From an optimization exercise on the open Yosys and OpenROAD flow, aimed at small area and a short achievable clock period; shortcuts taken in it are not production practice. Function was not checked in any run shown here: the RTL went through the layout flow alone.

==> flow/design.v, too long to show whole: its modules and the start of the top module <==
// module MAC: 1334 lines
// module FA: 6 lines
// module AOI21: 5 lines
// module OAI21: 5 lines
// module NAND2: 5 lines
// module NOR2: 5 lines
// module XOR2: 5 lines
// module XNOR2: 5 lines
// module INV: 5 lines
// module HA: 6 lines
module MAC(A,B,out,clk,reset);
  // ...
==> flow/flow/run.sh <==
#!/bin/bash
# The standard layout (standard.sh: standard synthesis and ORFS flow, SDC unchanged),
# with a hook after repair_design that sizes the port buffers and the operand inverters
# (hooks.tcl); knobs.sh holds the cell choices. make's output goes to make_flow.log, each
# ORFS step's log to orfs/logs/.
set -euo pipefail
HERE=$(cd "$(dirname "$0")" && pwd)
source "$HERE/knobs.sh"
export PORT_BUF_IN PORT_BUF_OUT OPND_INV DOWNSIZE HOOK_MARGIN
EXTRA=()
if [[ -n "${CTS_ARGS_K:-}" ]]; then EXTRA+=("CTS_ARGS=$CTS_ARGS_K"); fi
bash standard.sh BUFFER_PORTS_ARGS="-buffer_cell $PORT_BUF_IN" POST_RESIZE_TCL="$HERE/hooks.tcl" SETUP_SLACK_MARGIN=$MARGIN ${EXTRA[@]+"${EXTRA[@]}"} finish > make_flow.log 2>&1
==> flow/flow/hooks.tcl <==
# Sourced by ORFS after repair_design in the resize step (POST_RESIZE_TCL).
# Port buffers: inputs get $::env(PORT_BUF_IN), outputs $::env(PORT_BUF_OUT).
# Inverters fed by an input buffer (the operand inverters of the NOR partial
# products, each driving 16 gates) get $::env(OPND_INV).
set block [ord::get_db_block]
set n_in 0; set n_out 0; set n_inv 0
foreach bterm [$block getBTerms] {
  set net [$bterm getNet]
  if {$net eq "NULL"} continue
  set name [$bterm getName]
  if {$name eq "clk"} continue
  if {[$bterm getIoType] eq "INPUT"} {
    foreach it [$net getITerms] {
      set inst [$it getInst]
      set m [[$inst getMaster] getName]
      if {![string match "sky130_fd_sc_hd__*buf*" $m]} continue
      if {$m ne $::env(PORT_BUF_IN)} { replace_cell [get_cells [$inst getName]] [get_lib_cells $::env(PORT_BUF_IN)] }
      incr n_in
      foreach ot [$inst getITerms] {
        if {![$ot isOutputSignal]} continue
        set onet [$ot getNet]
        if {$onet eq "NULL"} continue
        foreach lt [$onet getITerms] {
          set li [$lt getInst]
          set lm [[$li getMaster] getName]
          if {[string match "sky130_fd_sc_hd__inv_*" $lm] && [$lt isInputSignal] && $::env(OPND_INV) ne ""} {
            replace_cell [get_cells [$li getName]] [get_lib_cells $::env(OPND_INV)]
            incr n_inv
          }
        }
      }
    }
  } else {
    foreach it [$net getITerms] {
      if {![$it isOutputSignal]} continue
      set inst [$it getInst]
      set m [[$inst getMaster] getName]
      if {![string match "sky130_fd_sc_hd__*buf*" $m]} continue
      if {$m ne $::env(PORT_BUF_OUT)} { replace_cell [get_cells [$inst getName]] [get_lib_cells $::env(PORT_BUF_OUT)] }
      incr n_out
    }
  }
}
puts "hooks: $n_in input buffers, $n_out output buffers, $n_inv operand inverters resized"

# Optional: every other cell to its drive-1 size (synthesis picks larger ones for speed),
# then repair_timing aiming at $::env(HOOK_MARGIN) ns of setup slack, so that only the
# cells on the paths that set the achieved period are sized up.
if {[info exists ::env(DOWNSIZE)] && $::env(DOWNSIZE)} {
  set n_down 0
  foreach inst [$block getInsts] {
    set m [[$inst getMaster] getName]
    if {[string match "*dfrtp*" $m] || [string match "*dfstp*" $m]} continue
    if {![regexp {^(sky130_fd_sc_hd__[a-z0-9]+)_([0-9]+)$} $m -> base sz]} continue
    if {$sz <= 1} continue
    set iname [$inst getName]
    if {[string match "input*" $iname] || [string match "output*" $iname]} continue
    if {[string match "sky130_fd_sc_hd__inv*" $m] && $::env(OPND_INV) eq $m} continue
    set lc [get_lib_cells -quiet ${base}_1]
    if {$lc eq ""} continue
    replace_cell [get_cells $iname] $lc
    incr n_down
  }
  puts "hooks: $n_down cells downsized"
}
if {[info exists ::env(HOOK_MARGIN)] && $::env(HOOK_MARGIN) > 0} {
  estimate_parasitics -placement
  puts "hooks: worst slack before [sta::worst_slack_cmd max]"
  repair_timing -setup -setup_margin $::env(HOOK_MARGIN) -match_cell_footprint -verbose
  puts "hooks: worst slack after [sta::worst_slack_cmd max]"
}
==> flow/flow/knobs.sh <==
PORT_BUF_IN=sky130_fd_sc_hd__buf_1
PORT_BUF_OUT=sky130_fd_sc_hd__buf_2
OPND_INV=sky130_fd_sc_hd__inv_4
MARGIN=0
DOWNSIZE=1
HOOK_MARGIN=0
CTS_ARGS_K="-sink_clustering_enable -repair_clock_nets -dont_use_dummy_load -buf_list sky130_fd_sc_hd__clkbuf_8"
==> flow/standard.sh <==
#!/bin/bash
# synth_recipe.tcl (not shown) runs the flow's synth.tcl, then flattens the netlist and writes it again
# the make line also repeats each setting of config.mk as NAME=value (left out here)
make -C /OpenROAD-flow-scripts/flow DESIGN_CONFIG=/design/flow/config.mk WORK_HOME=/design/flow/orfs CLKGATE_MAP_FILE= SYNTH_SCRIPT=/design/flow/synth_recipe.tcl "${@:-finish}"
==> flow/config.mk <==
export PLATFORM = sky130hd
export DESIGN_NAME = MAC
export DESIGN_NICKNAME = MAC
export VERILOG_FILES = /design/flow/design.v
export SDC_FILE = /design/flow/constraint.sdc
export NUM_CORES = 4
export LEC_CHECK = 0
export CAP_MARGIN = 20
export CORE_MARGIN = 2
export CORE_UTILIZATION = 60
export PLACE_DENSITY = 0.8
export SLEW_MARGIN = 20
export SYNTH_HIERARCHICAL = 1
==> flow/constraint.sdc <==
create_clock -name core_clock -period 18.0 [get_ports {clk}]
set_input_delay 3.6000 -clock core_clock [delete_from_list [all_inputs] [get_ports {clk}]]
set_output_delay 3.6000 -clock core_clock [all_outputs]
set_load 0.01 [all_outputs]
==> results.sh, run 1 <==
export IMPL_ctsResizeCount=0
export IMPL_area_dominant_class="multi-input gates"
export IMPL_path_cells="xnor2_1 > nor2_1 > a21oi_1 > inv_1 > a21oi_1 > o21ai_1 > xnor2_1 > buf_2"
export IMPL_outcome="no timing/DRC/antenna violations"
export IMPL_seq_area_frac=0.167
export IMPL_die_width_microns=132
export IMPL_synth_top_area_share=0.468
export IMPL_r2r_end="y[18]"
export IMPL_cts_sinks=63
export IMPL_gr_total_overflow=0
export IMPL_wl_per_cell_microns=21.9
export IMPL_top_register="x"
export IMPL_synth_area_per_cell_sq_um=10.7
export IMPL_antenna_cells=0
export IMPL_nFillCells=1323
export IMPL_antenna_found_initial=0
export IMPL_syn2layout_area_growth_pct=-3.40
export IMPL_final_seq_area_sq_um=1580
export IMPL_clkSlewWorstSetupHoldPaths_ps=80
export IMPL_endpoint="out[17]"
export IMPL_max_freq_ghz=0.150
export IMPL_synth_simple_gate_area_share=0.132
export IMPL_whs_ps=458
export IMPL_final_antenna_net_count=0
export IMPL_worst_pin_slew_ps=711
export IMPL_nNonClkBuffers=71
export IMPL_cts_root_buf="clkbuf_8"
export IMPL_critical_path_class="reg -> out"
export IMPL_dpl_hpwl_microns=18200
export IMPL_drv_cap=0
export IMPL_synth_nets=1195
export IMPL_post_dp_cell_area_sq_um=9300
export IMPL_io_pins=70
export IMPL_mostFrequentLayoutCells="nor2_1, fa_1, dfrtp_1"
export IMPL_pre_cts_ws_ps=10790
export IMPL_crit_path_top_delay_cell="xnor2_1"
export IMPL_vias=6554
export IMPL_grt_max_degree=64
export IMPL_port_buffer_count=69
export IMPL_crit_fanout=5
export IMPL_well_tap_count=216
export IMPL_final_clk_cell_share=0.0131
==> run 2: changes to the inputs <==
--- a/flow/design.v
+++ b/flow/design.v
@@ -797,31 +797,29 @@
   wire s483, c484;
   FA us483 (pp_1_0, c482, s421, s483, c484);
   wire s485, c486;
   FA us485 (c422, c484, s423, s485, c486);
   wire s487, c488;
   FA us487 (c424, s425, c486, s487, c488);
   wire s489, c490;
   FA us489 (c426, s427, c488, s489, c490);
-  wire s491, c492;
-  FA us491 (c428, s429, c490, s491, c492);
-  assign ncr = c492;
+  assign ncr = c490;
   assign nx[0] = s481;
   assign ny[0] = 1'b0;
   assign nx[1] = s483;
   assign ny[1] = 1'b0;
   assign nx[2] = s485;
   assign ny[2] = 1'b0;
   assign nx[3] = s487;
   assign ny[3] = 1'b0;
   assign nx[4] = s489;
   assign ny[4] = 1'b0;
-  assign nx[5] = s491;
-  assign ny[5] = 1'b0;
+  assign nx[5] = c428;
+  assign ny[5] = s429;
   assign nx[6] = c430;
   assign ny[6] = s431;
   assign nx[7] = c432;
   assign ny[7] = s433;
   assign nx[8] = c434;
   assign ny[8] = s435;
   assign nx[9] = c436;
   assign ny[9] = s437;
@@ -883,459 +881,427 @@
       y <= 36'd0;
       cr <= 1'b0;
     end else begin
       cr <= ncr;
       x <= nx;
       y <= ny;
     end
   wire ag1, ap2;
-  NAND2 uag1 (x[6], y[6], ag1);
-  XNOR2 uap2 (x[6], y[6], ap2);
+  HA uap2 (x[5], y[5], ap2, ag1);
   wire ag3, ap4;
-  NAND2 uag3 (x[7], y[7], ag3);
-  XNOR2 uap4 (x[7], y[7], ap4);
+  HA uap4 (x[6], y[6], ap4, ag3);
   wire ag5, ap6;
-  NAND2 uag5 (x[8], y[8], ag5);
-  XNOR2 uap6 (x[8], y[8], ap6);
+  HA uap6 (x[7], y[7], ap6, ag5);
   wire ag7, ap8;
-  NAND2 uag7 (x[9], y[9], ag7);
-  XNOR2 uap8 (x[9], y[9], ap8);
+  HA uap8 (x[8], y[8], ap8, ag7);
   wire ag9, ap10;
-  NAND2 uag9 (x[10], y[10], ag9);
-  XNOR2 uap10 (x[10], y[10], ap10);
+  HA uap10 (x[9], y[9], ap10, ag9);
   wire ag11, ap12;
-  NAND2 uag11 (x[11], y[11], ag11);
-  XNOR2 uap12 (x[11], y[11], ap12);
+  HA uap12 (x[10], y[10], ap12, ag11);
   wire ag13, ap14;
-  NAND2 uag13 (x[12], y[12], ag13);
-  XNOR2 uap14 (x[12], y[12], ap14);
+  HA uap14 (x[11], y[11], ap14, ag13);
   wire ag15, ap16;
-  NAND2 uag15 (x[13], y[13], ag15);
-  XNOR2 uap16 (x[13], y[13], ap16);
+  HA uap16 (x[12], y[12], ap16, ag15);
   wire ag17, ap18;
-  NAND2 uag17 (x[14], y[14], ag17);
-  XNOR2 uap18 (x[14], y[14], ap18);
+  HA uap18 (x[13], y[13], ap18, ag17);
   wire ag19, ap20;
-  NAND2 uag19 (x[15], y[15], ag19);
-  XNOR2 uap20 (x[15], y[15], ap20);
+  HA uap20 (x[14], y[14], ap20, ag19);
   wire ag21, ap22;
-  NAND2 uag21 (x[16], y[16], ag21);
-  XNOR2 uap22 (x[16], y[16], ap22);
+  HA uap22 (x[15], y[15], ap22, ag21);
   wire ag23, ap24;
-  NAND2 uag23 (x[17], y[17], ag23);
-  XNOR2 uap24 (x[17], y[17], ap24);
+  HA uap24 (x[16], y[16], ap24, ag23);
   wire ag25, ap26;
-  NAND2 uag25 (x[18], y[18], ag25);
-  XNOR2 uap26 (x[18], y[18], ap26);
+  HA uap26 (x[17], y[17], ap26, ag25);
   wire ag27, ap28;
-  NAND2 uag27 (x[19], y[19], ag27);
-  XNOR2 uap28 (x[19], y[19], ap28);
+  HA uap28 (x[18], y[18], ap28, ag27);
   wire ag29, ap30;
-  NAND2 uag29 (x[20], y[20], ag29);
-  XNOR2 uap30 (x[20], y[20], ap30);
+  HA uap30 (x[19], y[19], ap30, ag29);
   wire ag31, ap32;
-  NAND2 uag31 (x[21], y[21], ag31);
-  XNOR2 uap32 (x[21], y[21], ap32);
+  HA uap32 (x[20], y[20], ap32, ag31);
   wire ag33, ap34;
-  NAND2 uag33 (x[22], y[22], ag33);
-  XNOR2 uap34 (x[22], y[22], ap34);
+  HA uap34 (x[21], y[21], ap34, ag33);
   wire ag35, ap36;
-  NAND2 uag35 (x[23], y[23], ag35);
-  XNOR2 uap36 (x[23], y[23], ap36);
+  HA uap36 (x[22], y[22], ap36, ag35);
   wire ag37, ap38;
-  NAND2 uag37 (x[24], y[24], ag37);
-  XNOR2 uap38 (x[24], y[24], ap38);
+  HA uap38 (x[23], y[23], ap38, ag37);
   wire ag39, ap40;
-  NAND2 uag39 (x[25], y[25], ag39);
-  XNOR2 uap40 (x[25], y[25], ap40);
+  HA uap40 (x[24], y[24], ap40, ag39);
   wire ag41, ap42;
-  NAND2 uag41 (x[26], y[26], ag41);
-  XNOR2 uap42 (x[26], y[26], ap42);
+  HA uap42 (x[25], y[25], ap42, ag41);
   wire ag43, ap44;
-  NAND2 uag43 (x[27], y[27], ag43);
-  XNOR2 uap44 (x[27], y[27], ap44);
+  HA uap44 (x[26], y[26], ap44, ag43);
   wire ag45, ap46;
-  NAND2 uag45 (x[28], y[28], ag45);
-  XNOR2 uap46 (x[28], y[28], ap46);
+  HA uap46 (x[27], y[27], ap46, ag45);
   wire ag47, ap48;
-  NAND2 uag47 (x[29], y[29], ag47);
-  XNOR2 uap48 (x[29], y[29], ap48);
+  HA uap48 (x[28], y[28], ap48, ag47);
   wire ag49, ap50;
-  NAND2 uag49 (x[30], y[30], ag49);
-  XNOR2 uap50 (x[30], y[30], ap50);
+  HA uap50 (x[29], y[29], ap50, ag49);
   wire ag51, ap52;
-  NAND2 uag51 (x[31], y[31], ag51);
-  XNOR2 uap52 (x[31], y[31], ap52);
-  wire aG53;
-  OAI21 uaG53 (ap4, ag1, ag3, aG53);
-  wire at54;
-  NOR2 uat54 (ap4, ap2, at54);
+  HA uap52 (x[30], y[30], ap52, ag51);
+  wire ag53, ap54;
+  HA uap54 (x[31], y[31], ap54, ag53);
   wire aG55;
-  OAI21 uaG55 (ap8, ag5, ag7, aG55);
-  wire at56;
-  NOR2 uat56 (ap8, ap6, at56);
-  wire aG57;
-  OAI21 uaG57 (ap12, ag9, ag11, aG57);
-  wire at58;
-  NOR2 uat58 (ap12, ap10, at58);
-  wire aG59;
-  OAI21 uaG59 (ap16, ag13, ag15, aG59);
-  wire at60;
-  NOR2 uat60 (ap16, ap14, at60);
-  wire aG61;
-  OAI21 uaG61 (ap20, ag17, ag19, aG61);
-  wire at62;
-  NOR2 uat62 (ap20, ap18, at62);
-  wire aG63;
-  OAI21 uaG63 (ap24, ag21, ag23, aG63);
-  wire at64;
-  NOR2 uat64 (ap24, ap22, at64);
-  wire aG65;
-  OAI21 uaG65 (ap28, ag25, ag27, aG65);
-  wire at66;
-  NOR2 uat66 (ap28, ap26, at66);
-  wire aG67;
-  OAI21 uaG67 (ap32, ag29, ag31, aG67);
-  wire at68;
-  NOR2 uat68 (ap32, ap30, at68);
-  wire aG69;
-  OAI21 uaG69 (ap36, ag33, ag35, aG69);
-  wire at70;
-  NOR2 uat70 (ap36, ap34, at70);
-  wire aG71;
-  OAI21 uaG71 (ap40, ag37, ag39, aG71);
-  wire at72;
-  NOR2 uat72 (ap40, ap38, at72);
-  wire aG73;
-  OAI21 uaG73 (ap44, ag41, ag43, aG73);
-  wire at74;
-  NOR2 uat74 (ap44, ap42, at74);
-  wire aG75;
-  OAI21 uaG75 (ap48, ag45, ag47, aG75);
-  wire at76;
-  NOR2 uat76 (ap48, ap46, at76);
-  wire aG77;
-  OAI21 uaG77 (ap52, ag49, ag51, aG77);
-  wire at78;
-  NOR2 uat78 (ap52, ap50, at78);
+  AOI21 uaG55 (ap2, cr, ag1, aG55);
+  wire aG56;
+  AOI21 uaG56 (ap6, ag3, ag5, aG56);
+  wire at57;
+  NAND2 uat57 (ap6, ap4, at57);
+  wire aG58;
+  AOI21 uaG58 (ap10, ag7, ag9, aG58);
+  wire at59;
+  NAND2 uat59 (ap10, ap8, at59);
+  wire aG60;
+  AOI21 uaG60 (ap14, ag11, ag13, aG60);
+  wire at61;
+  NAND2 uat61 (ap14, ap12, at61);
+  wire aG62;
+  AOI21 uaG62 (ap18, ag15, ag17, aG62);
+  wire at63;
+  NAND2 uat63 (ap18, ap16, at63);
+  wire aG64;
+  AOI21 uaG64 (ap22, ag19, ag21, aG64);
+  wire at65;
+  NAND2 uat65 (ap22, ap20, at65);
+  wire aG66;
+  AOI21 uaG66 (ap26, ag23, ag25, aG66);
+  wire at67;
+  NAND2 uat67 (ap26, ap24, at67);
+  wire aG68;
+  AOI21 uaG68 (ap30, ag27, ag29, aG68);
+  wire at69;
+  NAND2 uat69 (ap30, ap28, at69);
+  wire aG70;
+  AOI21 uaG70 (ap34, ag31, ag33, aG70);
+  wire at71;
+  NAND2 uat71 (ap34, ap32, at71);
+  wire aG72;
+  AOI21 uaG72 (ap38, ag35, ag37, aG72);
+  wire at73;
+  NAND2 uat73 (ap38, ap36, at73);
+  wire aG74;
+  AOI21 uaG74 (ap42, ag39, ag41, aG74);
+  wire at75;
+  NAND2 uat75 (ap42, ap40, at75);
+  wire aG76;
+  AOI21 uaG76 (ap46, ag43, ag45, aG76);
+  wire at77;
+  NAND2 uat77 (ap46, ap44, at77);
+  wire aG78;
+  AOI21 uaG78 (ap50, ag47, ag49, aG78);
   wire at79;
-  NAND2 uat79 (x[33], x[32], at79);
+  NAND2 uat79 (ap50, ap48, at79);
   wire aG80;
-  AOI21 uaG80 (at54, cr, aG53, aG80);
-  wire aG81;
-  AOI21 uaG81 (at56, aG53, aG55, aG81);
+  AOI21 uaG80 (ap54, ag51, ag53, aG80);
+  wire at81;
+  NAND2 uat81 (ap54, ap52, at81);
   wire at82;
-  NAND2 uat82 (at56, at54, at82);
+  NAND2 uat82 (x[33], x[32], at82);
   wire aG83;
-  AOI21 uaG83 (at58, aG55, aG57, aG83);
-  wire at84;
-  NAND2 uat84 (at58, at56, at84);
-  wire aG85;
-  AOI21 uaG85 (at60, aG57, aG59, aG85);
-  wire at86;
-  NAND2 uat86 (at60, at58, at86);
-  wire aG87;
-  AOI21 uaG87 (at62, aG59, aG61, aG87);
-  wire at88;
-  NAND2 uat88 (at62, at60, at88);
-  wire aG89;
-  AOI21 uaG89 (at64, aG61, aG63, aG89);
-  wire at90;
-  NAND2 uat90 (at64, at62, at90);
-  wire aG91;
-  AOI21 uaG91 (at66, aG63, aG65, aG91);
-  wire at92;
-  NAND2 uat92 (at66, at64, at92);
-  wire aG93;
-  AOI21 uaG93 (at68, aG65, aG67, aG93);
-  wire at94;
-  NAND2 uat94 (at68, at66, at94);
-  wire aG95;
-  AOI21 uaG95 (at70, aG67, aG69, aG95);
-  wire at96;
-  NAND2 uat96 (at70, at68, at96);
-  wire aG97;
-  AOI21 uaG97 (at72, aG69, aG71, aG97);
-  wire at98;
-  NAND2 uat98 (at72, at70, at98);
-  wire aG99;
-  AOI21 uaG99 (at74, aG71, aG73, aG99);
-  wire at100;
-  NAND2 uat100 (at74, at72, at100);
-  wire aG101;
-  AOI21 uaG101 (at76, aG73, aG75, aG101);
-  wire at102;
-  NAND2 uat102 (at76, at74, at102);
-  wire aG103;
-  AOI21 uaG103 (at78, aG75, aG77, aG103);
-  wire at104;
-  NAND2 uat104 (at78, at76, at104);
-  wire ai105;
-  INV uai105 (aG77, ai105);
-  wire at106;
-  NOR2 uat106 (at79, ai105, at106);
-  wire ai107;
-  INV uai107 (at78, ai107);
+  OAI21 uaG83 (at57, aG55, aG56, aG83);
+  wire aG84;
+  OAI21 uaG84 (at59, aG56, aG58, aG84);
+  wire at85;
+  NOR2 uat85 (at59, at57, at85);
+  wire aG86;
+  OAI21 uaG86 (at61, aG58, aG60, aG86);
+  wire at87;
+  NOR2 uat87 (at61, at59, at87);
+  wire aG88;
+  OAI21 uaG88 (at63, aG60, aG62, aG88);
+  wire at89;
+  NOR2 uat89 (at63, at61, at89);
+  wire aG90;
+  OAI21 uaG90 (at65, aG62, aG64, aG90);
+  wire at91;
+  NOR2 uat91 (at65, at63, at91);
+  wire aG92;
+  OAI21 uaG92 (at67, aG64, aG66, aG92);
+  wire at93;
+  NOR2 uat93 (at67, at65, at93);
+  wire aG94;
+  OAI21 uaG94 (at69, aG66, aG68, aG94);
+  wire at95;
+  NOR2 uat95 (at69, at67, at95);
+  wire aG96;
+  OAI21 uaG96 (at71, aG68, aG70, aG96);
+  wire at97;
+  NOR2 uat97 (at71, at69, at97);
+  wire aG98;
+  OAI21 uaG98 (at73, aG70, aG72, aG98);
+  wire at99;
+  NOR2 uat99 (at73, at71, at99);
+  wire aG100;
+  OAI21 uaG100 (at75, aG72, aG74, aG100);
+  wire at101;
+  NOR2 uat101 (at75, at73, at101);
+  wire aG102;
+  OAI21 uaG102 (at77, aG74, aG76, aG102);
+  wire at103;
+  NOR2 uat103 (at77, at75, at103);
+  wire aG104;
+  OAI21 uaG104 (at79, aG76, aG78, aG104);
+  wire at105;
+  NOR2 uat105 (at79, at77, at105);
+  wire aG106;
+  OAI21 uaG106 (at81, aG78, aG80, aG106);
+  wire at107;
+  NOR2 uat107 (at81, at79, at107);
   wire at108;
-  NOR2 uat108 (at79, ai107, at108);
-  wire ai109;
-  INV uai109 (cr, ai109);
-  wire aG110;
-  OAI21 uaG110 (at82, ai109, aG81, aG110);
+  NOR2 uat108 (at82, aG80, at108);
+  wire at109;
+  NOR2 uat109 (at82, at81, at109);
+  wire ai110;
+  INV uai110 (aG55, ai110);
   wire aG111;
-  OAI21 uaG111 (at84, aG80, aG83, aG111);
+  AOI21 uaG111 (at85, ai110, aG84, aG111);
   wire aG112;
-  OAI21 uaG112 (at86, aG81, aG85, aG112);
-  wire at113;
-  NOR2 uat113 (at86, at82, at113);
-  wire aG114;
-  OAI21 uaG114 (at88, aG83, aG87, aG114);
-  wire at115;
-  NOR2 uat115 (at88, at84, at115);
-  wire aG116;
-  OAI21 uaG116 (at90, aG85, aG89, aG116);
-  wire at117;
-  NOR2 uat117 (at90, at86, at117);
-  wire aG118;
-  OAI21 uaG118 (at92, aG87, aG91, aG118);
-  wire at119;
-  NOR2 uat119 (at92, at88, at119);
-  wire aG120;
-  OAI21 uaG120 (at94, aG89, aG93, aG120);
-  wire at121;
-  NOR2 uat121 (at94, at90, at121);
-  wire aG122;
-  OAI21 uaG122 (at96, aG91, aG95, aG122);
-  wire at123;
-  NOR2 uat123 (at96, at92, at123);
-  wire aG124;
-  OAI21 uaG124 (at98, aG93, aG97, aG124);
-  wire at125;
-  NOR2 uat125 (at98, at94, at125);
-  wire aG126;
-  OAI21 uaG126 (at100, aG95, aG99, aG126);
-  wire at127;
-  NOR2 uat127 (at100, at96, at127);
-  wire aG128;
-  OAI21 uaG128 (at102, aG97, aG101, aG128);
-  wire at129;
-  NOR2 uat129 (at102, at98, at129);
-  wire aG130;
-  OAI21 uaG130 (at104, aG99, aG103, aG130);
-  wire at131;
-  NOR2 uat131 (at104, at100, at131);
-  wire ai132;
-  INV uai132 (aG101, ai132);
+  AOI21 uaG112 (at87, aG83, aG86, aG112);
+  wire aG113;
+  AOI21 uaG113 (at89, aG84, aG88, aG113);
+  wire at114;
+  NAND2 uat114 (at89, at85, at114);
+  wire aG115;
+  AOI21 uaG115 (at91, aG86, aG90, aG115);
+  wire at116;
+  NAND2 uat116 (at91, at87, at116);
+  wire aG117;
+  AOI21 uaG117 (at93, aG88, aG92, aG117);
+  wire at118;
+  NAND2 uat118 (at93, at89, at118);
+  wire aG119;
+  AOI21 uaG119 (at95, aG90, aG94, aG119);
+  wire at120;
+  NAND2 uat120 (at95, at91, at120);
+  wire aG121;
+  AOI21 uaG121 (at97, aG92, aG96, aG121);
+  wire at122;
+  NAND2 uat122 (at97, at93, at122);
+  wire aG123;
+  AOI21 uaG123 (at99, aG94, aG98, aG123);
+  wire at124;
+  NAND2 uat124 (at99, at95, at124);
+  wire aG125;
+  AOI21 uaG125 (at101, aG96, aG100, aG125);
+  wire at126;
+  NAND2 uat126 (at101, at97, at126);
+  wire aG127;
+  AOI21 uaG127 (at103, aG98, aG102, aG127);
+  wire at128;
+  NAND2 uat128 (at103, at99, at128);
+  wire aG129;
+  AOI21 uaG129 (at105, aG100, aG104, aG129);
+  wire at130;
+  NAND2 uat130 (at105, at101, at130);
+  wire aG131;
+  AOI21 uaG131 (at107, aG102, aG106, aG131);
+  wire at132;
+  NAND2 uat132 (at107, at103, at132);
   wire aG133;
-  AOI21 uaG133 (at108, ai132, at106, aG133);
-  wire ai134;
-  INV uai134 (at102, ai134);
-  wire at135;
-  NAND2 uat135 (at108, ai134, at135);
-  wire aG136;
-  AOI21 uaG136 (at113, cr, aG112, aG136);
-  wire ai137;
-  INV uai137 (aG80, ai137);
+  AOI21 uaG133 (at109, aG104, at108, aG133);
+  wire at134;
+  NAND2 uat134 (at109, at105, at134);
+  wire aG135;
+  OAI21 uaG135 (at114, aG55, aG113, aG135);
+  wire ai136;
+  INV uai136 (aG83, ai136);
+  wire aG137;
+  OAI21 uaG137 (at116, ai136, aG115, aG137);
   wire aG138;
-  AOI21 uaG138 (at115, ai137, aG114, aG138);
+  OAI21 uaG138 (at118, aG111, aG117, aG138);
   wire aG139;
-  AOI21 uaG139 (at117, aG110, aG116, aG139);
+  OAI21 uaG139 (at120, aG112, aG119, aG139);
   wire aG140;
-  AOI21 uaG140 (at119, aG111, aG118, aG140);
-  wire aG141;
-  AOI21 uaG141 (at121, aG112, aG120, aG141);
-  wire at142;
-  NAND2 uat142 (at121, at113, at142);
-  wire aG143;
-  AOI21 uaG143 (at123, aG114, aG122, aG143);
-  wire at144;
-  NAND2 uat144 (at123, at115, at144);
-  wire aG145;
-  AOI21 uaG145 (at125, aG116, aG124, aG145);
-  wire at146;
-  NAND2 uat146 (at125, at117, at146);
-  wire aG147;
-  AOI21 uaG147 (at127, aG118, aG126, aG147);
-  wire at148;
-  NAND2 uat148 (at127, at119, at148);
-  wire aG149;
-  AOI21 uaG149 (at129, aG120, aG128, aG149);
-  wire at150;
-  NAND2 uat150 (at129, at121, at150);
-  wire aG151;
-  AOI21 uaG151 (at131, aG122, aG130, aG151);
-  wire at152;
-  NAND2 uat152 (at131, at123, at152);
-  wire ai153;
-  INV uai153 (aG124, ai153);
+  OAI21 uaG140 (at122, aG113, aG121, aG140);
+  wire at141;
+  NOR2 uat141 (at122, at114, at141);
+  wire aG142;
+  OAI21 uaG142 (at124, aG115, aG123, aG142);
+  wire at143;
+  NOR2 uat143 (at124, at116, at143);
+  wire aG144;
+  OAI21 uaG144 (at126, aG117, aG125, aG144);
+  wire at145;
+  NOR2 uat145 (at126, at118, at145);
+  wire aG146;
+  OAI21 uaG146 (at128, aG119, aG127, aG146);
+  wire at147;
+  NOR2 uat147 (at128, at120, at147);
+  wire aG148;
+  OAI21 uaG148 (at130, aG121, aG129, aG148);
+  wire at149;
+  NOR2 uat149 (at130, at122, at149);
+  wire aG150;
+  OAI21 uaG150 (at132, aG123, aG131, aG150);
+  wire at151;
+  NOR2 uat151 (at132, at124, at151);
+  wire aG152;
+  OAI21 uaG152 (at134, aG125, aG133, aG152);
+  wire at153;
+  NOR2 uat153 (at134, at126, at153);
   wire aG154;
-  OAI21 uaG154 (at135, ai153, aG133, aG154);
-  wire ai155;
-  INV uai155 (at125, ai155);
-  wire at156;
-  NOR2 uat156 (at135, ai155, at156);
+  AOI21 uaG154 (at141, ai110, aG140, aG154);
+  wire aG155;
+  AOI21 uaG155 (at143, aG83, aG142, aG155);
+  wire ai156;
+  INV uai156 (aG111, ai156);
   wire aG157;
-  OAI21 uaG157 (at142, ai109, aG141, aG157);
-  wire aG158;
-  OAI21 uaG158 (at144, aG80, aG143, aG158);
-  wire ai159;
-  INV uai159 (aG110, ai159);
+  AOI21 uaG157 (at145, ai156, aG144, aG157);
+  wire ai158;
+  INV uai158 (aG112, ai158);
+  wire aG159;
+  AOI21 uaG159 (at147, ai158, aG146, aG159);
   wire aG160;
-  OAI21 uaG160 (at146, ai159, aG145, aG160);
-  wire ai161;
-  INV uai161 (aG111, ai161);
+  AOI21 uaG160 (at149, aG135, aG148, aG160);
+  wire aG161;
+  AOI21 uaG161 (at151, aG137, aG150, aG161);
   wire aG162;
-  OAI21 uaG162 (at148, ai161, aG147, aG162);
+  AOI21 uaG162 (at153, aG138, aG152, aG162);
   wire aG163;
-  OAI21 uaG163 (at150, aG136, aG149, aG163);
+  AOI21 uaG163 (ap4, ai110, ag3, aG163);
   wire aG164;
-  OAI21 uaG164 (at152, aG138, aG151, aG164);
-  wire ai165;
-  INV uai165 (aG139, ai165);
+  AOI21 uaG164 (ap8, aG83, ag7, aG164);
+  wire aG165;
+  AOI21 uaG165 (ap12, ai156, ag11, aG165);
   wire aG166;
-  AOI21 uaG166 (at156, ai165, aG154, aG166);
+  AOI21 uaG166 (ap16, ai158, ag15, aG166);
   wire aG167;
-  OAI21 uaG167 (ap2, ai109, ag1, aG167);
+  AOI21 uaG167 (ap20, aG135, ag19, aG167);
   wire aG168;
-  OAI21 uaG168 (ap6, aG80, ag5, aG168);
+  AOI21 uaG168 (ap24, aG137, ag23, aG168);
   wire aG169;
-  OAI21 uaG169 (ap10, ai159, ag9, aG169);
+  AOI21 uaG169 (ap28, aG138, ag27, aG169);
   wire aG170;
-  OAI21 uaG170 (ap14, ai161, ag13, aG170);
-  wire aG171;
-  OAI21 uaG171 (ap18, aG136, ag17, aG171);
+  AOI21 uaG170 (ap32, aG139, ag31, aG170);
+  wire ai171;
+  INV uai171 (aG154, ai171);
   wire aG172;
-  OAI21 uaG172 (ap22, aG138, ag21, aG172);
-  wire aG173;
-  OAI21 uaG173 (ap26, aG139, ag25, aG173);
+  AOI21 uaG172 (ap36, ai171, ag35, aG172);
+  wire ai173;
+  INV uai173 (aG155, ai173);
   wire aG174;
-  OAI21 uaG174 (ap30, aG140, ag29, aG174);
+  AOI21 uaG174 (ap40, ai173, ag39, aG174);
   wire ai175;
   INV uai175 (aG157, ai175);
   wire aG176;
-  OAI21 uaG176 (ap34, ai175, ag33, aG176);
+  AOI21 uaG176 (ap44, ai175, ag43, aG176);
   wire ai177;
-  INV uai177 (aG158, ai177);
+  INV uai177 (aG159, ai177);
   wire aG178;
-  OAI21 uaG178 (ap38, ai177, ag37, aG178);
+  AOI21 uaG178 (ap48, ai177, ag47, aG178);
   wire ai179;
   INV uai179 (aG160, ai179);
   wire aG180;
-  OAI21 uaG180 (ap42, ai179, ag41, aG180);
+  AOI21 uaG180 (ap52, ai179, ag51, aG180);
   wire ai181;
-  INV uai181 (aG162, ai181);
-  wire aG182;
-  OAI21 uaG182 (ap46, ai181, ag45, aG182);
+  INV uai181 (aG161, ai181);
+  wire at182;
+  NAND2 uat182 (x[32], ai181, at182);
   wire ai183;
-  INV uai183 (aG163, ai183);
-  wire aG184;
-  OAI21 uaG184 (ap50, ai183, ag49, aG184);
-  wire at185;
-  NAND2 uat185 (x[32], aG164, at185);
-  wire ai186;
-  INV uai186 (aG166, ai186);
-  wire at187;
-  NAND2 uat187 (x[34], ai186, at187);
+  INV uai183 (aG162, ai183);
+  wire at184;
+  NAND2 uat184 (x[34], ai183, at184);
   assign out[0] = x[0];
   assign out[1] = x[1];
   assign out[2] = x[2];
   assign out[3] = x[3];
   assign out[4] = x[4];
-  assign out[5] = x[5];
+  wire ao185;
+  XOR2 uao185 (ap2, cr, ao185);
+  assign out[5] = ao185;
+  wire ao186;
+  XNOR2 uao186 (ap4, aG55, ao186);
+  assign out[6] = ao186;
+  wire ao187;
+  XNOR2 uao187 (ap6, aG163, ao187);
+  assign out[7] = ao187;
   wire ao188;
-  XNOR2 uao188 (ap2, cr, ao188);
-  assign out[6] = ao188;
+  XOR2 uao188 (ap8, aG83, ao188);
+  assign out[8] = ao188;
   wire ao189;
-  XNOR2 uao189 (ap4, aG167, ao189);
-  assign out[7] = ao189;
+  XNOR2 uao189 (ap10, aG164, ao189);
+  assign out[9] = ao189;
   wire ao190;
-  XOR2 uao190 (ap6, aG80, ao190);
-  assign out[8] = ao190;
+  XNOR2 uao190 (ap12, aG111, ao190);
+  assign out[10] = ao190;
   wire ao191;
-  XNOR2 uao191 (ap8, aG168, ao191);
-  assign out[9] = ao191;
+  XNOR2 uao191 (ap14, aG165, ao191);
+  assign out[11] = ao191;
   wire ao192;
-  XNOR2 uao192 (ap10, aG110, ao192);
-  assign out[10] = ao192;
+  XNOR2 uao192 (ap16, aG112, ao192);
+  assign out[12] = ao192;
   wire ao193;
-  XNOR2 uao193 (ap12, aG169, ao193);
-  assign out[11] = ao193;
+  XNOR2 uao193 (ap18, aG166, ao193);
+  assign out[13] = ao193;
   wire ao194;
-  XNOR2 uao194 (ap14, aG111, ao194);
-  assign out[12] = ao194;
+  XOR2 uao194 (ap20, aG135, ao194);
+  assign out[14] = ao194;
   wire ao195;
-  XNOR2 uao195 (ap16, aG170, ao195);
-  assign out[13] = ao195;
+  XNOR2 uao195 (ap22, aG167, ao195);
+  assign out[15] = ao195;
   wire ao196;
-  XOR2 uao196 (ap18, aG136, ao196);
-  assign out[14] = ao196;
+  XOR2 uao196 (ap24, aG137, ao196);
+  assign out[16] = ao196;
   wire ao197;
-  XNOR2 uao197 (ap20, aG171, ao197);
-  assign out[15] = ao197;
+  XNOR2 uao197 (ap26, aG168, ao197);
+  assign out[17] = ao197;
   wire ao198;
-  XOR2 uao198 (ap22, aG138, ao198);
-  assign out[16] = ao198;
+  XOR2 uao198 (ap28, aG138, ao198);
+  assign out[18] = ao198;
   wire ao199;
-  XNOR2 uao199 (ap24, aG172, ao199);
-  assign out[17] = ao199;
+  XNOR2 uao199 (ap30, aG169, ao199);
+  assign out[19] = ao199;
   wire ao200;
-  XOR2 uao200 (ap26, aG139, ao200);
-  assign out[18] = ao200;
+  XOR2 uao200 (ap32, aG139, ao200);
+  assign out[20] = ao200;
   wire ao201;
-  XNOR2 uao201 (ap28, aG173, ao201);
-  assign out[19] = ao201;
+  XNOR2 uao201 (ap34, aG170, ao201);
+  assign out[21] = ao201;
   wire ao202;
-  XOR2 uao202 (ap30, aG140, ao202);
-  assign out[20] = ao202;
+  XNOR2 uao202 (ap36, aG154, ao202);
+  assign out[22] = ao202;
   wire ao203;
-  XNOR2 uao203 (ap32, aG174, ao203);
-  assign out[21] = ao203;
+  XNOR2 uao203 (ap38, aG172, ao203);
+  assign out[23] = ao203;
   wire ao204;
-  XNOR2 uao204 (ap34, aG157, ao204);
-  assign out[22] = ao204;
+  XNOR2 uao204 (ap40, aG155, ao204);
+  assign out[24] = ao204;
   wire ao205;
-  XNOR2 uao205 (ap36, aG176, ao205);
-  assign out[23] = ao205;
+  XNOR2 uao205 (ap42, aG174, ao205);
+  assign out[25] = ao205;
   wire ao206;
-  XNOR2 uao206 (ap38, aG158, ao206);
-  assign out[24] = ao206;
+  XNOR2 uao206 (ap44, aG157, ao206);
+  assign out[26] = ao206;
   wire ao207;
-  XNOR2 uao207 (ap40, aG178, ao207);
-  assign out[25] = ao207;
+  XNOR2 uao207 (ap46, aG176, ao207);
+  assign out[27] = ao207;
   wire ao208;
-  XNOR2 uao208 (ap42, aG160, ao208);
-  assign out[26] = ao208;
+  XNOR2 uao208 (ap48, aG159, ao208);
+  assign out[28] = ao208;
   wire ao209;
-  XNOR2 uao209 (ap44, aG180, ao209);
-  assign out[27] = ao209;
+  XNOR2 uao209 (ap50, aG178, ao209);
+  assign out[29] = ao209;
   wire ao210;
-  XNOR2 uao210 (ap46, aG162, ao210);
-  assign out[28] = ao210;
+  XNOR2 uao210 (ap52, aG160, ao210);
+  assign out[30] = ao210;
   wire ao211;
-  XNOR2 uao211 (ap48, aG182, ao211);
-  assign out[29] = ao211;
+  XNOR2 uao211 (ap54, aG180, ao211);
+  assign out[31] = ao211;
   wire ao212;
-  XNOR2 uao212 (ap50, aG163, ao212);
-  assign out[30] = ao212;
+  XNOR2 uao212 (x[32], aG161, ao212);
+  assign out[32] = ao212;
   wire ao213;
-  XNOR2 uao213 (ap52, aG184, ao213);
-  assign out[31] = ao213;
+  XNOR2 uao213 (x[33], at182, ao213);
+  assign out[33] = ao213;
   wire ao214;
-  XOR2 uao214 (x[32], aG164, ao214);
-  assign out[32] = ao214;
+  XNOR2 uao214 (x[34], aG162, ao214);
+  assign out[34] = ao214;
   wire ao215;
-  XNOR2 uao215 (x[33], at185, ao215);
-  assign out[33] = ao215;
-  wire ao216;
-  XNOR2 uao216 (x[34], aG166, ao216);
-  assign out[34] = ao216;
-  wire ao217;
-  XNOR2 uao217 (x[35], at187, ao217);
-  assign out[35] = ao217;
+  XNOR2 uao215 (x[35], at184, ao215);
+  assign out[35] = ao215;
 endmodule
 module FA(a, b, c, s, co);
   input a, b, c;
   output s, co;
   assign s = a ^ b ^ c;
   assign co = (a & b) | (a & c) | (b & c);
 endmodule
 module AOI21(a1, a2, b1, y);
==> results.sh, run 2 <==
export IMPL_synth_ff_type="dfrtp_1"
export IMPL_start_util=0.618
export IMPL_vias_per_cell=5.74
export IMPL_grt_pass1_vias=6732
export IMPL_clkLatencyLatePin_ps=350
export IMPL_synth_top_cells_by_count="nor2_1, fa_1, dfrtp_1"
export IMPL_final_antenna_net_count=0
export IMPL_layout_commonest_cell="nor2_1"
export IMPL_ys_async_sr_fraction=1.00
export IMPL_cts_sinks=64
export IMPL_worst_pin_slew_ps=675
export IMPL_crit_fanout=5
export IMPL_grt_max_degree=65
export IMPL_setup_slack_ps=11290
export IMPL_critPathCaptureType="output port"
export IMPL_synth_top_area_share=0.462
export IMPL_cp_start_kind="flip-flop"
export IMPL_cts_buffers=9
export IMPL_min_period_ps=6710
export IMPL_hold_buffers=0
export IMPL_synth_simple_gate_area_share=0.121
export IMPL_die_area_sq_um=17500
export IMPL_yosysSeqAreaShare=0.162
export IMPL_synth_area_per_cell_sq_um=11.2
export IMPL_synthAdderAreaFrac=0.518
export IMPL_synthDistinctLibCells=14
export IMPL_drc=0
export IMPL_ctsResizeCount=0
export IMPL_outcome="no timing/DRC/antenna violations"
export IMPL_slew_viol_final=0
export IMPL_critical_path_class="reg -> out"
export IMPL_cts_setup_buffers=0
export IMPL_worst_endpoint_required_ps=14400
export IMPL_worst_hold_path_type="reg -> reg"
export IMPL_io_pins=70
export IMPL_fp_row_count=46
export IMPL_clockBufferDepth=2
export IMPL_cts_tree="done"
export IMPL_synth_top_family_by_area="adder cells"
export IMPL_ys_top_cells_by_area="fa_1, dfrtp_1, nor2_1"
export IMPL_cts_root_buf="clkbuf_8"
export IMPL_drive_above_1_share=0.0924
export IMPL_antenna_found_initial=0
export IMPL_drt_total_wl_microns=22200
export IMPL_pre_cts_ws_ps=10760
export IMPL_grt_usage=0.272
export IMPL_grt_pass1_wl_microns=36100
export IMPL_syn2layout_area_growth_pct=-4.20
export IMPL_vias=6206
export IMPL_mostFrequentLayoutCells="nor2_1, fa_1, dfrtp_1"
export IMPL_synth_nets=1192
export IMPL_post_synth_top_count_cell="nor2_1"
export IMPL_nFillCells=1352
export IMPL_netlist_area_sq_um=9880
export IMPL_wl_per_cell_microns=20.5
export IMPL_clkSlewWorstSetupHoldPaths_ps=70
export IMPL_drt_iter0_markers=519
export IMPL_first_pass_iters=6
export IMPL_max_freq_ghz=0.149
export IMPL_syn_inst=886
export IMPL_dpl_hpwl_microns=17400
export IMPL_ys_warn_count=7
export IMPL_die_width_microns=132
export IMPL_die_y_microns=132
export IMPL_max_slew_margin=0.547
export IMPL_fin_setup_tns_ps=0
export IMPL_port_buffer_count=69
export IMPL_nNetsFinal=1174
export IMPL_hold_violations=0
export IMPL_top_register="x"
export IMPL_gr_total_overflow=0
export IMPL_antenna_cells=0
export IMPL_cp_arrival_ps=3110
export IMPL_post_route_period_util=0.373
export IMPL_drv_cap=0
export IMPL_synth_xor_area_frac=0.0275
export IMPL_clock_skew_ps=27.2
export IMPL_largest_reg_flops=36
export IMPL_setup_viol=0
export IMPL_ys_ff_latch=64
export IMPL_cts_htree_levels=3
export IMPL_synth_edf_count=0
export IMPL_reg_top3="x x36, y x27, cr x1"
export IMPL_core_sq_um=16000
export IMPL_globalplace_congestion=0.919
export IMPL_synth_top_area_cell="fa_1"
export IMPL_rsz0062_at_grt="false"
export IMPL_synth_compound_area_share=0.0538
export IMPL_yosys_mux_area_fraction=0
## run 2: cell types whose count changed in the layout (fill, tap and decap cells not counted), sizes merged, moves of 5 or more
cell	change
ha	+27
xnor2	-25
a21oi	+22
nand2	-21
o21ai	-21
inv	-6
nor2	-5
## run 2: final timing paths
kind | slack (ps) | endpoint | startpoint | cells after the start
max | 11290 | out[29] | x[5] | 10
min | 450 | x[35] | x[35] | 1
max reg2reg | 12650 | y[18] | x[5] | 13
min reg2reg | 450 | x[35] | x[35] | 1
max in group asynchronous | 14200 | x[5] | reset | 4
min in group asynchronous | 3260 | x[32] | reset | 3
## run 2: cell families after synthesis
family / after synthesis
simple gates: 304
fa+ha+maj: 272
buf+inv: 144
compound gates: 71
flops: 64
xor+xnor: 31
## run 2: final cells by class
cell class                      count  area, sq um  area share
Tap cell                          216          270      0.0286
Timing Repair Buffer               71          339      0.0358
Sequential cell                    64         1600       0.169
Inverter                           44          248      0.0262
Multi-Input combinational cell    678         6880       0.727
Clock buffer                        9          124      0.0131
## run 2: metal layers
layer / vias to the layer above / track usage / wire length, microns
met3: 66 / 0.0588 / 2230
li1: 2608 / - / -
met1: 3164 / 0.381 / 8630
met2: 368 / 0.425 / 10500
met5: - / 0 / 0
met4: 0 / 0.102 / 832
## run 2: metrics by stage
| step | area, sq um | utilization | cells | hold WS [ps] |
|---|---|---|---|---|
| after global placement | 9420 | 0.588 | 1072 | 447 |
| after floorplan | 9880 | - | 886 | 435 |
| final | 9470 | 0.592 | 1082 | 452 |
| after CTS | 9430 | 0.590 | 1081 | 461 |
| after detailed placement | 9310 | 0.582 | 1072 | 450 |
| after global routing | 9470 | 0.592 | 1082 | 486 |
## run 2: critical path, cell delays in order (launching register included)
cell     delay [ps]
dfrtp_1         360
ha_1            310
a21oi_1         440
o21ai_1         300
a21oi_1         350
inv_1           130
a21oi_1         250
inv_1            70
a21oi_1         150
xnor2_1         210
buf_2           200
## run 2: modules after synthesis (local to each module, per instance), excerpt
module,cell area [sq um],times used
XNOR2,8.76,25
NAND2,3.75,27
HA,12.5,44
FA,20.0,228
OAI21,5.00,24
MAC,3620,1

==> static timing again, ports no longer ideal <==
The flow's constraints put no driver on any port. The routed layouts listed below were extracted and timed again, unchanged, in two steps.
Step 1 assumes that a clkbuf_16 drives the clock port and a buf_2 every other input.
Step 2 adds t to the input delays and takes it off the output delays; t is the mean of the earliest and latest rising clock arrival at the registers after step 1. Input paths then give back, and output paths get back, about the clock's delay inside the block.
a / b / c = ideal ports / drivers / drivers and shift; a / b = the first two.
run | t, ns | setup slack, ns | slew at the worst register clock pin (ns)
run 1 | 0.403 | 11.341 / 11.305 / 11.010 | 0.08 / 0.08
run 2 | 0.376 | 11.294 / 11.253 / 10.985 | 0.08 / 0.08
After both steps every run listed still meets setup and hold. For run 1, which loses most, drivers alone change the setup slack by -0.036 ns; drivers and shift together by -0.331 ns.
